What follows belongs to an exercise in optimizing a design on an open flow for small area; a production flow would make more cautious choices.
The RTL was checked by simulation tests, not by an equivalence proof against the original design.
Power and IR drop assume default switching activity.

==> run C: inputs <==
Design systolic_array, start of the top module:
module systolic_array #(
    parameter SIZE = 4,               
    parameter DATA_WIDTH = 8,
    parameter ACC_WIDTH = 32
)(
    input wire clk,
    input wire rst_n,
    input wire enable,
    input wire acc_clear,
    input wire signed [DATA_WIDTH-1:0] a_in_0,
    input wire signed [DATA_WIDTH-1:0] a_in_1,
    input wire signed [DATA_WIDTH-1:0] a_in_2,
    input wire signed [DATA_WIDTH-1:0] a_in_3,
    input wire signed [DATA_WIDTH-1:0] w_in_0,
    input wire signed [DATA_WIDTH-1:0] w_in_1,
    input wire signed [DATA_WIDTH-1:0] w_in_2,
    input wire signed [DATA_WIDTH-1:0] w_in_3,
    output wire signed [ACC_WIDTH-1:0] acc_out_00, acc_out_01, acc_out_02, acc_out_03,
    output wire signed [ACC_WIDTH-1:0] acc_out_10, acc_out_11, acc_out_12, acc_out_13,
    output wire signed [ACC_WIDTH-1:0] acc_out_20, acc_out_21, acc_out_22, acc_out_23,
    output wire signed [ACC_WIDTH-1:0] acc_out_30, acc_out_31, acc_out_32, acc_out_33
);
==> flow/config.mk <==
export PLATFORM = sky130hd
export DESIGN_NAME = systolic_array
export DESIGN_NICKNAME = systolic_array
export VERILOG_FILES = /design/flow/design.v
export SDC_FILE = /design/flow/constraint.sdc
export NUM_CORES = 8
export LEC_CHECK = 0
export ABC_AREA = 1
export CAP_MARGIN = 20
export CORE_MARGIN = 2
export CORE_UTILIZATION = 60
export SLEW_MARGIN = 20
export SYNTH_HIERARCHICAL = 1
export SYNTH_MINIMUM_KEEP_SIZE = 0
==> flow/constraint.sdc <==
create_clock -name core_clock -period 12.0 [get_ports {clk}]
set_input_delay 2.4000 -clock core_clock [delete_from_list [all_inputs] [get_ports {clk}]]
set_output_delay 2.4000 -clock core_clock [all_outputs]
set_load 0.01 [all_outputs]
standard.sh (not shown) runs the stock make flow with config.mk's settings and CLKGATE_MAP_FILE= SYNTH_SCRIPT=/design/flow/synth_recipe.tcl, a recipe that flattens the netlist after the stock synthesis.
==> flow/flow/run.sh <==
#!/bin/bash
# Own layout flow: the standard layout (standard.sh) with these changes:
# - synthesis is the standard flow's (synth_recipe.tcl), but ABC maps with flow/abc_area.script;
# - floorplan does not run repair_timing on the unplaced netlist (wire-load
#   timing of the unbuffered high-fanout nets made it upsize gates needlessly);
# - the port buffers that global placement inserts on every input and output
#   are the smallest buffer cell (buf_1);
# - clock tree synthesis uses clkbuf_16 with up to 24 flip-flops per leaf
#   buffer and inserts no dummy loads.
# make's output goes to standard.log; ORFS keeps each step's log under orfs/logs.
set -euo pipefail
export OWN_WORK=$PWD
export OWN_ABC_SCRIPT=$PWD/flow/abc_area.script
bash standard.sh finish \
  "SYNTH_SCRIPT=$PWD/flow/synth.tcl" \
  REMOVE_ABC_BUFFERS=1 \
  "BUFFER_PORTS_ARGS=-buffer_cell sky130_fd_sc_hd__buf_1" \
  "CTS_ARGS=-sink_clustering_enable -repair_clock_nets -dont_use_dummy_load -buf_list sky130_fd_sc_hd__clkbuf_16 -sink_buffer_max_cap_derate 1.0 -sink_clustering_size 24 -sink_clustering_max_diameter 100" \
  > standard.log 2>&1
==> flow/flow/abc_area.script <==
strash
dch
amap
topo
==> flow/flow/synth.tcl <==
# The standard flow's synthesis (synth_recipe.tcl in the work folder), with ABC's
# technology mapping script replaced by flow/abc_area.script (area mapping
# without ABC's own buffering and sizing; the layout's repair steps size and
# buffer the netlist afterwards).
proc abc {args} {
  set i [lsearch -exact $args -script]
  if {$i >= 0} {
    set args [lreplace $args $i [expr {$i + 1}] -script $::env(OWN_ABC_SCRIPT)]
  }
  yosys abc {*}$args
}
source $::env(OWN_WORK)/synth_recipe.tcl
==> run D (differences from run C) <==
==> flow/flow/run.sh (replaced) <==
#!/bin/bash
# Own layout flow: the standard layout (standard.sh) with these changes:
# - synthesis is the standard flow's (synth_recipe.tcl), but ABC maps with flow/abc_area.script;
# - floorplan does not run repair_timing on the unplaced netlist (wire-load
#   timing of the unbuffered high-fanout nets made it upsize gates needlessly);
# - the port buffers that global placement inserts on every input and output
#   are the smallest buffer cell (buf_1);
# - clock tree synthesis uses clkbuf_16 with up to 28 flip-flops per leaf
#   buffer and inserts no dummy loads.
# make's output goes to standard.log; ORFS keeps each step's log under orfs/logs.
set -euo pipefail
export OWN_WORK=$PWD
export OWN_ABC_SCRIPT=$PWD/flow/abc_area.script
bash standard.sh finish \
  "SYNTH_SCRIPT=$PWD/flow/synth.tcl" \
  REMOVE_ABC_BUFFERS=1 \
  "BUFFER_PORTS_ARGS=-buffer_cell sky130_fd_sc_hd__buf_1" \
  "CTS_ARGS=-sink_clustering_enable -repair_clock_nets -dont_use_dummy_load -buf_list sky130_fd_sc_hd__clkbuf_16 -sink_buffer_max_cap_derate 1.0 -sink_clustering_size 28 -sink_clustering_max_diameter 100" \
  > standard.log 2>&1
Settings changed: CORE_UTILIZATION 60 to 70.
==> run E (differences from run C) <==
Settings changed: CORE_UTILIZATION 60 to 70.
==> comparison table <==
metric                                                                run E           run C           run D
WL per Instance                                                19.7 microns    19.2 microns    19.7 microns
Post-place setup slack                                            -0.127 ns       0.0369 ns       -0.127 ns
Result of the run                                            finished clean  finished clean  finished clean
Fraction of layout instances using a drive strength above 1           1.70%           1.99%           1.66%
Clock-cell share                                                      1.60%           1.71%           1.47%
Worst max-slew margin expressed relative to the limit                 35.6%           40.7%           35.3%
Post-route clock period utilization                                   95.6%           94.0%           95.6%
Leakage                                                             24.1 nW         24.2 nW         24.0 nW
Utilization after layout                                              77.3%           66.3%           77.2%
Starting density of the core                                          70.8%           60.3%           70.8%
Total cell area at the placement stage                         60,200 sq um    60,500 sq um    60,200 sq um
First DRT Iteration DRCs                                              3,794           3,862           3,906
Routability congestion estimate                                       0.992           0.960           0.992

afterwards: timing with drivers on the ports:
No port has a modelled driver above. Below, the same layouts with a new extraction and two added sets of constraints. Step 1 assumes that a clkbuf_16 drives the clock port and a buf_2 every other input. Step 2 also shifts input and output timing later by t, the mid clock arrival at the registers, as if the neighbouring blocks saw the same clock. Three values: ideal ports, drivers, drivers and shift; two values: the first two.
run | t, ns | slack for setup (ns) | worst setup path at the end | clock arrival spread, ns | worst register clock-pin slew, ns
run C | 0.682 | 0.722 / 0.765 / 0.083 | input to register | 0.071 / 0.071 | 0.11 / 0.11
run D | 0.659 | 0.522 / 0.567 / -0.092 | input to register | 0.082 / 0.082 | 0.12 / 0.12
run E | 0.668 | 0.527 / 0.573 / -0.096 | input to register | 0.051 / 0.051 | 0.10 / 0.10
Met with ideal ports but missed after step 2: setup timing in run D and run E. The setup slack of run C, which loses most, moves by +0.043 ns with the drivers and by -0.639 ns with both steps.
